From an optimization exercise on the open Yosys and OpenROAD flow, aimed at small area and a short achievable clock period; shortcuts taken in it are not production practice.
At most, simulation tests tie the RTL to the original design; equivalence was not proved.

## the reference run
==> flow/design.v (excerpt) <==
module mul16_top(
    input clk,
    input [15:0] a,
    input [15:0] b,
    output reg [31:0] res
);
    reg [15:0] a_r, b_r;
    wire [31:0] p;
    multiplier u_mul(.a(a_r), .b(b_r), .res(p));
    always @(posedge clk) begin
        a_r <= a;
        b_r <= b;
        res <= p;
    end
endmodule
For scale: ~64 flip-flops, roughly 65 I/O pins, about 8000 um2 of cells after synthesis.
Settings: LEC_CHECK=0, CAP_MARGIN=20, CORE_MARGIN=2, CORE_UTILIZATION=40, SLEW_MARGIN=20, SYNTH_HIERARCHICAL=1; clock period 22.0 ns.
standard.sh (not shown) runs the stock make flow with config.mk's settings and CLKGATE_MAP_FILE= SYNTH_SCRIPT=/design/flow/synth_recipe.tcl, a recipe that flattens the netlist after the stock synthesis.
==> flow/flow/run.sh <==
#!/bin/bash
# Own layout flow: the standard ORFS flow (standard.sh), with
#  - port buffers of a small, fast buffer cell instead of the default delay buffer,
#  - clock tree built from one buffer type and without dummy loads.
#  - timing repair aiming for setup slack above a margin, so that the design is sized for
#    the period it can reach rather than left at minimum size by the loose clock.
# Every tool's output goes to standard.log here; ORFS keeps per-step logs in orfs/logs.
set -euo pipefail
cd "$(dirname "$0")/.."
export BUFFER_PORTS_ARGS="-buffer_cell sky130_fd_sc_hd__buf_1"
export CTS_ARGS="-sink_clustering_enable -repair_clock_nets -dont_use_dummy_load -buf_list sky130_fd_sc_hd__clkbuf_8"
export SETUP_SLACK_MARGIN=16.7
bash standard.sh > standard.log 2>&1
In summary, the reference run completed successfully, with a layout that passed the timing, DRC and antenna checks.
--- input diff the reference run..the trial run ---
==> flow/run.sh (new file) <==
#!/bin/bash
# synth_recipe.tcl (not shown) runs the flow's synth.tcl, then flattens the netlist and writes it again
# the make line also repeats each setting of config.mk as NAME=value (left out here)
make -C /OpenROAD-flow-scripts/flow DESIGN_CONFIG=/design/flow/config.mk WORK_HOME=/design/flow/orfs CLKGATE_MAP_FILE= SYNTH_SCRIPT=/design/flow/synth_recipe.tcl finish
removed: flow/flow/run.sh
removed: flow/standard.sh
Notes after the runs:
The trial run ended with every stage complete and zero timing, DRC or antenna violations.
The trial run falls short of the reference run in post-route minimum period.
NOTE: ratio of cells with drive above 1 in the final layout in the trial run falls short of that of the reference run
For full die area, the trial run and the reference run come out practically identical.
Taking the reference run as the reference point, the fraction of met2 tracks used by global routing of the trial run falls by 3.2 points.
Looking at required time reported for the critical path endpoint, the trial run sits 0.03 ns below the reference run.
Delta (the trial run minus the reference run): delay of the slowest cell on the worst path grew by 0.25 ns, final area shrank by 1.3%.
No run of this note included a check of the RTL's function; only the layout flow was run.

* * *

## v30
mul16_top, a different RTL version from the one above (not shown whole).
Size: about 64 flip-flops, ~8300 µm² of cells after synthesis.
Design mul16_top, start of the top module:
module mul16_top(
    input clk,
    input [15:0] a,
    input [15:0] b,
    output reg [31:0] res
);
==> flow/config.mk <==
export PLATFORM = sky130hd
export DESIGN_NAME = mul16_top
export DESIGN_NICKNAME = mul16_top
export VERILOG_FILES = /design/flow/design.v
export SDC_FILE = /design/flow/constraint.sdc
export NUM_CORES = 4
export LEC_CHECK = 0
export CAP_MARGIN = 20
export CORE_MARGIN = 2
export CORE_UTILIZATION = 40
export SLEW_MARGIN = 20
export SYNTH_HIERARCHICAL = 1
==> flow/constraint.sdc <==
create_clock -name core_clock -period 22.0 [get_ports {clk}]
set_input_delay 4.4000 -clock core_clock [delete_from_list [all_inputs] [get_ports {clk}]]
set_output_delay 4.4000 -clock core_clock [all_outputs]
set_load 0.01 [all_outputs]
==> flow/flow/run.sh <==
#!/bin/bash
# Own layout flow: the standard ORFS flow (standard.sh), with
#  - port buffers of a small, fast buffer cell instead of the default delay buffer,
#  - clock tree built from one buffer type and without dummy loads.
# Every tool's output goes to standard.log here; ORFS keeps per-step logs in orfs/logs.
set -euo pipefail
cd "$(dirname "$0")/.."
export BUFFER_PORTS_ARGS="-buffer_cell sky130_fd_sc_hd__buf_1"
export CTS_ARGS="-sink_clustering_enable -repair_clock_nets -dont_use_dummy_load -buf_list sky130_fd_sc_hd__clkbuf_8"
bash standard.sh > standard.log 2>&1
v30: flow completed, timing, DRC and antenna clean
The inputs of v22 differ from those of v30 as listed below.
diff --git a/flow/flow/run.sh b/flow/flow/run.sh
--- a/flow/flow/run.sh
+++ b/flow/flow/run.sh
@@ -4,0 +5,2 @@
+#  - timing repair aiming for setup slack above a margin, so that the design is sized for
+#    the period it can reach rather than left at minimum size by the loose clock.
@@ -9,0 +12 @@
+export SETUP_SLACK_MARGIN=16.7
- Compared with v30, in v22 wire length went up by 480 µm; met3 routing resource usage after global routing went up by 0.59 points; top achievable clock speed went up by 17 MHz.
- Final-layout fill cell count ended up about 2.2% lower on v22 than on v30.
- Comparing v22 and v30, maximum cell stage delay along the critical path is higher on v30.
- Of v22 and v30, v30 shows the lower final core utilization, with v22 above it.
What v31 does differently from v22 at the input level:
==> flow/run.sh (new file) <==
#!/bin/bash
# synth_recipe.tcl (not shown) runs the flow's synth.tcl, then flattens the netlist and writes it again
# the make line also repeats each setting of config.mk as NAME=value (left out here)
make -C /OpenROAD-flow-scripts/flow DESIGN_CONFIG=/design/flow/config.mk WORK_HOME=/design/flow/orfs CLKGATE_MAP_FILE= SYNTH_SCRIPT=/design/flow/synth_recipe.tcl finish
removed: flow/flow/run.sh
removed: flow/standard.sh
Notes after the runs:
Compared with v22, v31 shows cell count that has gone down by a few percent. Register-to-register setup slack (v31 over v22): decrease, 0.54 ns. v31 vs. v22: global-route usage held steady, placed instance area up 390 µm², cell depth of the worst setup path went up by 14.
For v16, these inputs were changed with respect to v31:
==> flow/flow/run.sh (new file) <==
#!/bin/bash
# Own layout flow: the standard ORFS flow (standard.sh), with
#  - port buffers of a small, fast buffer cell instead of the default delay buffer,
#  - clock tree built from one buffer type and without dummy loads.
#  - timing repair aiming for setup slack above a margin, so that the design is sized for
#    the period it can reach rather than left at minimum size by the loose clock.
# Every tool's output goes to standard.log here; ORFS keeps per-step logs in orfs/logs.
set -euo pipefail
cd "$(dirname "$0")/.."
export BUFFER_PORTS_ARGS="-buffer_cell sky130_fd_sc_hd__buf_1"
export CTS_ARGS="-sink_clustering_enable -repair_clock_nets -dont_use_dummy_load -buf_list sky130_fd_sc_hd__clkbuf_8"
export SETUP_SLACK_MARGIN=16.4
bash standard.sh > standard.log 2>&1
==> flow/standard.sh (new file) <==
#!/bin/bash
# synth_recipe.tcl (not shown) runs the flow's synth.tcl, then flattens the netlist and writes it again
# the make line also repeats each setting of config.mk as NAME=value (left out here)
make -C /OpenROAD-flow-scripts/flow DESIGN_CONFIG=/design/flow/config.mk WORK_HOME=/design/flow/orfs CLKGATE_MAP_FILE= SYNTH_SCRIPT=/design/flow/synth_recipe.tcl "${@:-finish}"
removed: flow/run.sh
==> comparison <==
- Compared with v31, maximum achievable frequency in v16 increased by a few percent.
- Compare v31 and v16 | wire length on met1 higher: v16
- [compare] base=v31 new=v16: post-route standard cell area excluding fillers went down; via total after detailed routing went down by 1.3%.

[port drivers added, routing unchanged]
The results above use ideal ports. As a check the final layouts listed here were re-extracted and re-timed, cells and wires unchanged. Step 1 assumes that a clkbuf_16 drives the clock port and a buf_2 every other input. Step 2, shift: input delay + t, output delay - t, t = (earliest + latest rising clock arrival at the registers) / 2. This alone moves slack from input paths to output paths. Slacks: ideal / step 1 / step 2; pairs: ideal / step 1.
run | shift t [ns] | setup WS [ns] | worst setup path after step 2 | latest minus earliest clock arrival (ns) | pins driven straight from the clock port
the reference run | 0.404 | 16.738 / 16.717 / 16.738 | register to register | 0.020 / 0.021 | 1
the trial run | 0.386 | 15.954 / 15.954 / 15.954 | register to register | 0.010 / 0.011 | 1
v30 | 0.409 | 16.258 / 16.258 / 16.258 | register to register | 0.022 / 0.022 | 1
v22 | 0.404 | 16.756 / 16.716 / 16.866 | register to register | 0.030 / 0.030 | 1
v31 | 0.387 | 16.333 / 16.319 / 16.333 | register to register | 0.008 / 0.008 | 1
v16 | 0.407 | 16.601 / 16.601 / 16.601 | register to register | 0.021 / 0.021 | 1
After both steps setup and hold are still met in every run listed.
